Background: an optimization exercise with open tools, aiming at small area, a short achievable clock period and few clock cycles per item. Do not read the settings as production practice. Where RTL was checked, it was by simulation tests only, not by an equivalence proof against the original.

Design SSE, start of the top module:
module SSE (
	input  logic        clk,
	input  logic        rst,
	input  logic        in_valid,
	input  logic        in_last,
	input  logic [31:0] A,
	input  logic [31:0] B,
	output logic        in_ready,
	output logic        out_valid,
	output logic [31:0] Y
);
	localparam logic [31:0] NAN = 32'h7f800001;
	logic v0, v1, v2, v3, v4, v5;
	logic l0, l1, l2, l3, l4, l5;
	always_ff @(posedge clk) begin
		if (rst) begin
			in_ready <= 0;
			{v0, v1, v2, v3, v4, v5} <= 0;
		end
		else begin
			in_ready <= 1;
			v0 <= in_valid & in_ready;
			{v1, v2, v3, v4, v5} <= {v0, v1, v2, v3, v4};
		end
		{l0, l1, l2, l3, l4, l5} <= {in_last, l0, l1, l2, l3, l4};
	end
	logic [31:0] a0, b0;
	always_ff @(posedge clk) begin
		a0 <= A;
		b0 <= B;
	end
	logic        sA, sB;
	logic [7:0]  eA, eB;
	logic [22:0] fA, fB;
	assign {sA, eA, fA} = a0;
	assign {sB, eB, fB} = b0;
	logic nanA, nanB, infA, infB, zA, zB;
	assign nanA = (&eA) & (|fA);
	assign nanB = (&eB) & (|fB);
	assign infA = (&eA) & ~(|fA);
	assign infB = (&eB) & ~(|fB);
	assign zA = ~(|eA);
	assign zB = ~(|eB);
	logic        spec1;
	logic [31:0] sval1;
	always_comb begin
		spec1 = 1;
		if (nanA | nanB) sval1 = NAN;
		else if (infA & infB) sval1 = (sA == sB) ? a0 : NAN;
		else if (infA) sval1 = a0;
		else if (infB) sval1 = b0;
		else if (zA & zB) sval1 = 0;
		else if (zA) sval1 = {~sB, b0[30:0]};
		else if (zB) sval1 = a0;
		else begin
			spec1 = 0;
			sval1 = a0;
		end
	end
	logic [8:0]  dAB;
	logic [7:0]  dBA;
	logic        aLess, eEq, fLess, swp;
	logic [7:0]  k;
	logic [23:0] ysrc, ysh;
	assign dAB = {1'b0, eA} - {1'b0, eB};
	assign dBA = eB - eA;
	assign aLess = dAB[8];
	assign eEq = (eA == eB);
	assign fLess = fA < fB;
	assign swp = aLess | (eEq & fLess);
	assign k = aLess ? dBA : dAB[7:0];
	assign ysrc = aLess ? {1'b1, fA} : {1'b1, fB};
	assign ysh = (k > 8'd23) ? 24'd0 : (ysrc >> k[4:0]);
	logic [22:0] x1;
	logic [23:0] y1;
	logic [7:0]  e1;
	logic        s1, sub1;
	always_ff @(posedge clk) begin
		if (spec1) begin
			x1 <= sval1[22:0];
			y1 <= 0;
			e1 <= sval1[30:23];
			s1 <= sval1[31];
			sub1 <= 0;
		end
		else begin
			x1 <= swp ? fB : fA;
			y1 <= (eEq & fLess) ? {1'b1, fA} : ysh;
			e1 <= aLess ? eB : eA;
			s1 <= (sA == sB) ? (swp ^ sA) : sA;
			sub1 <= (sA == sB);
		end
	end
	logic [24:0] sum2;
  ...
clock: 10.0 ns
lec_check: 0
cap_margin: 20
core_margin: 2
core_utilization: 40
place_density: 0.6
slew_margin: 20
run.sh (not shown) runs the stock make flow with config.mk's settings and CLKGATE_MAP_FILE= SYNTH_SCRIPT=/design/flow/synth_recipe.tcl, a recipe that flattens the netlist after the stock synthesis.
The first run ran to the end with no violations.
Rerun with:
SETUP_SLACK_MARGIN = 5   (was not set)
Effect: The new run finished with timing, DRC and antenna clean. Setup slack improves by 1.8 ns. Design area came out higher by 5.5%. Synthesized cell count is unchanged. Critical path depth falls by 9. Wire length climbs by 4.8%. Utilization is higher by 2.5 points. Register-to-register slack is better by 1.8 ns. Hold slack is about the same.
Function was not checked in any run of this note: the RTL went through the layout flow alone.

---

SSE, a different RTL version from the one above (not shown whole).
clock: 10.0 ns
lec_check: 0
cap_margin: 20
core_margin: 2
core_utilization: 55
cts_cluster_diameter: 100
cts_cluster_size: 26
place_density: 0.72
setup_slack_margin: 5
slew_margin: 20
synth_hierarchical: 1
synth_minimum_keep_size: 0
standard.sh (not shown) runs the stock make flow with config.mk's settings and CLKGATE_MAP_FILE= SYNTH_SCRIPT=/design/flow/synth_recipe.tcl, a recipe that flattens the netlist after the stock synthesis.
==> flow/flow/run.sh <==
#!/bin/bash
set -euo pipefail
bash standard.sh SETUP_SLACK_MARGIN=6.1 "BUFFER_PORTS_ARGS=-buffer_cell sky130_fd_sc_hd__buf_1" finish > standard.log 2>&1
Testbench counts at the start, summed over its fixed seeds: cycles 8,146, items 8,082.
Edit:
==> flow/flow/run.sh (replaced) <==
#!/bin/bash
set -euo pipefail
bash standard.sh SETUP_SLACK_MARGIN=6.0 "BUFFER_PORTS_ARGS=-buffer_cell sky130_fd_sc_hd__buf_1" finish > standard.log 2>&1
- CORE_UTILIZATION: 55 -> 65
- PLACE_DENSITY: 0.72 -> 0.8
Result: Setup slack gets worse by 92 ps. Global-route usage goes up by 4.7 points. Routed wire length falls by 0.67%. Register-to-register slack gets worse by 50 ps. Hold slack gets worse by 6.7 ps. Core utilization goes up by 9.7 points. Cell area came out lower by 2.8%. Via count increases by 0.87%.
Edit:
- CORE_UTILIZATION: 65 -> 55
- PLACE_DENSITY: 0.8 -> 0.72
Result:
- non-clock buffer count goes up by 3
- worst setup slack is better by 39 ps
- core utilization is lower by 11 points
- global-route usage decreases by 5.1 points

## re-timing with driven ports
How much do the figures lean on ideal ports? The routed layouts below were timed once more, with nothing changed but the port constraints.
Step 1 assumes that a clkbuf_16 drives the clock port and a buf_2 every other input.
Step 2 moves the port delays by t, midway between the first and last clock arrival at a register: inputs arrive t later, outputs are due t later. That takes back most of the time a late clock gives input paths.
a / b / c = no drivers / after step 1 / after step 2; a / b = the first two.
run | t, ns | setup slack, ns | clock arrival spread, ns | slew at the worst register clock pin (ns) | worst slew at a driven data input, ns
the first run of note 1 | 0.659 | 3.122 / 3.122 / 3.122 | 0.034 / 0.033 | 0.07 / 0.07 | 0.04
the second run of note 1 | 0.671 | 4.921 / 4.921 / 4.921 | 0.048 / 0.047 | 0.07 / 0.07 | 0.04
the first run of note 2 | 0.627 | 6.133 / 6.133 / 5.580 | 0.038 / 0.037 | 0.11 / 0.11 | 0.05
the second run of note 2 | 0.631 | 6.040 / 6.079 / 5.448 | 0.031 / 0.031 | 0.11 / 0.11 | 0.05
the third run of note 2 | 0.639 | 6.079 / 6.084 / 5.488 | 0.031 / 0.031 | 0.11 / 0.11 | 0.06
After both steps setup and hold are still met in every run listed. For the second run of note 2, which loses most, drivers alone change the setup slack by +0.039 ns; drivers and shift together by -0.592 ns.
